Context: an optimization exercise on an open-source flow, tuned for small area, a short achievable clock period and few clock cycles per item. The choices shown serve that exercise and are no tape-out recipe.
Only simulation tests tie the RTL to the original design; equivalence was not proved.

rev 12:
## myCPU
module myCPU (
    input  wire         cpu_rst,
    input  wire         cpu_clk,
    output wire [15:0]  inst_addr,
    input  wire [31:0]  inst,
    output wire [31:0]  ram_addr,
    input  wire [31:0]  ram_rdata,
    output wire         ram_wen,
    output wire [31:0]  ram_wdata,
    output reg          debug_wb_have_inst,
    output reg  [31:0]  debug_wb_pc,
    output reg          debug_wb_ena,
    output reg  [ 4:0]  debug_wb_reg,
    output reg  [31:0]  debug_wb_value
);
Size: roughly 1,300 flip-flops, about 220 I/O pins, roughly 62,000 um^2 of cells after synthesis.
==> flow/config.mk <==
export PLATFORM = sky130hd
export DESIGN_NAME = myCPU
export DESIGN_NICKNAME = myCPU
export VERILOG_FILES = /design/flow/design.v
export SDC_FILE = /design/flow/constraint.sdc
export NUM_CORES = 4
export LEC_CHECK = 0
export CAP_MARGIN = 20
export CORE_MARGIN = 2
export CORE_UTILIZATION = 40
export CTS_BUF_LIST = sky130_fd_sc_hd__clkbuf_16
export CTS_CLUSTER_DIAMETER = 200
export CTS_CLUSTER_SIZE = 18
export SLEW_MARGIN = 20
==> flow/constraint.sdc <==
create_clock -name core_clock -period 20.0 [get_ports {cpu_clk}]
set_input_delay 4.0000 -clock core_clock [delete_from_list [all_inputs] [get_ports {cpu_clk}]]
set_output_delay 4.0000 -clock core_clock [all_outputs]
set_load 0.01 [all_outputs]
standard.sh (not shown) runs the stock make flow with config.mk's settings and CLKGATE_MAP_FILE= SYNTH_SCRIPT=/design/flow/synth_recipe.tcl, a recipe that flattens the netlist after the stock synthesis.
==> flow/flow/run.sh <==
#!/bin/bash
# The standard layout (standard.sh), with three changes to how it is made:
#  - repair_timing aims for a larger setup margin under the design's own SDC,
#  - sizing may swap a cell for one of another footprint,
#  - ports are buffered with buf_2 instead of the default delay-cell buffer.
set -euo pipefail
bash standard.sh SETUP_SLACK_MARGIN=13 MATCH_CELL_FOOTPRINT=0 \
  "BUFFER_PORTS_ARGS=-buffer_cell sky130_fd_sc_hd__buf_2" finish > standard_finish.log 2>&1
Testbench counts of rev 12, summed over its fixed seeds: cycles 22,894, instrs 22,862.
Changes in rev 13 relative to rev 12:
--- a/flow/design.v
+++ b/flow/design.v
@@ -1,22 +1,22 @@
 module addr_add (
     input  wire [31:0] a,
     input  wire        sg,
     input  wire [11:0] lo0,
     input  wire [11:4] lo1,
     input  wire [ 2:0] co0,
-    input  wire [ 2:2] co1,
-    input  wire        c8,
+    input  wire [ 2:1] co1,
     input  wire [ 3:0] ones,
     input  wire [ 3:0] zeros,
     output wire [31:0] s
 );
     wire c4  = co0[0];
+    wire c8  = c4 ? co1[1] : co0[1];
     wire c   = c8 ? co1[2] : co0[2];
     assign s[3:0]  = lo0[3:0];
     assign s[7:4]  = c4 ? lo1[7:4]  : lo0[7:4];
     assign s[11:8] = c8 ? lo1[11:8] : lo0[11:8];
     genvar i;
     generate
         for (i = 0; i < 20; i = i + 1) begin : g_hi
             localparam integer K = i / 4;
             localparam integer J = i % 4;
@@ -146,31 +146,30 @@
     reg         v2;          
     reg  [29:0] pc2;         
     reg  [29:0] tgt2;        
     reg  [31:0] A, B;        
     reg  [15:0] LTG, EQG;    
     reg  [ 3:0] ONES, ZEROS;  
     reg  [11:0] LO0;         
     reg  [11:4] LO1;         
     reg  [ 2:0] CO0;         
-    reg  [ 2:2] CO1;         
-    reg         C8;          
+    reg  [ 2:1] CO1;         
     reg  [ 7:0] uhi2;        
     reg         s_imm;       
     reg  [11:0] imm2;        
     reg  [ 4:0] rd2;
     reg         s_wr;        
     reg         s_hasrd;     
     reg         s_sw, s_lw, s_jal, s_jalr, s_sub;
     reg         s_lui, s_add, s_and, s_or, s_xor, s_sl, s_sr, s_sra;
     reg         s_beq, s_bne, s_blt, s_bge;
     wire [31:0] addr;
-    addr_add u_addr (.a(A), .sg(imm2[11]), .lo0(LO0), .lo1(LO1), .co0(CO0), .co1(CO1), .c8(C8),
+    addr_add u_addr (.a(A), .sg(imm2[11]), .lo0(LO0), .lo1(LO1), .co0(CO0), .co1(CO1),
                      .ones(ONES), .zeros(ZEROS), .s(addr));
     wire [31:0] opB = s_imm ? {{20{imm2[11]}}, imm2} : B;
     wire [31:0] sum = A + (s_sub ? ~opB : opB) + {31'b0, s_sub};
     wire [31:0] a_rev;
     genvar gi;
     generate
         for (gi = 0; gi < 32; gi = gi + 1) begin : g_rev
             assign a_rev[gi] = A[31 - gi];
         end
@@ -264,20 +263,19 @@
     always @(posedge cpu_clk) begin
         A     <= rv1;
         B     <= rv2;
         LTG   <= ltg1;
         EQG   <= eqg1;
         ONES  <= ones1;
         LO0   <= lo0_1;
         LO1   <= lo1_1;
         CO0   <= co0_1;
-        CO1   <= co1_1[2];
-        C8    <= co0_1[0] ? co1_1[1] : co0_1[1];
+        CO1   <= co1_1;
         ZEROS <= zeros1;
         uhi2  <= inst[19:12];
         s_imm <= d_opi;
         imm2  <= off12;
         tgt2  <= npc + off[31:2];
         rd2   <= rd;
         s_hasrd <= !(d_sw | d_br);
         s_lw  <= d_lw;
         s_sub <= d_op & inst[30];
### Flow results
Against rev 12, rev 13 comes in 0.63 points higher on area growth from synthesis to final layout.
Number of gates given a new drive strength after cts for rev 13: 12 down relative to rev 12
Of rev 13 and rev 12, rev 13 shows the higher wire length, with rev 12 below it.
Against rev 12, wire length of the first global-routing pass in rev 13 rose by a few percent.
Rev 13 — non-filler instance count after layout 119 higher, rev 12 as reference
Met3 routed wirelength (rev 13 over rev 12): increase, about 2.1%
The met3 usage in global routing of rev 13 is higher than that of rev 12.
When the final numbers for rev 13 and rev 12 were put side by side, the fraction of area in registers turned out to be greater in rev 12.
Testbench counts of rev 13, summed over its fixed seeds: cycles 22,894, instrs 22,862.

==> afterwards: timing with drivers on the ports <==
The results above use ideal ports. As a check the final layouts listed here were re-extracted and re-timed, cells and wires unchanged.
Step 1, drivers: a clkbuf_16 drives cpu_clk and a buf_2 each remaining input, both assumed.
Step 2 adds t to the input delays and takes it off the output delays; t is the mean of the earliest and latest rising clock arrival at the registers after step 1. Input paths then give back, and output paths get back, about the clock's delay inside the block.
a / b / c = ideal / step 1 / step 2; a / b = the first two.
run | t, ns | slack for setup (ns) | clock arrival spread, ns | worst data-port slew with drivers (ns)
rev 12 | 0.808 | 12.764 / 12.636 / 11.828 | 0.073 / 0.073 | 0.21
rev 13 | 0.824 | 12.846 / 12.853 / 12.042 | 0.063 / 0.063 | 0.11
After both steps setup and hold are still met in every run listed. The setup slack of rev 12, which loses most, moves by -0.128 ns with the drivers and by -0.936 ns with both steps.
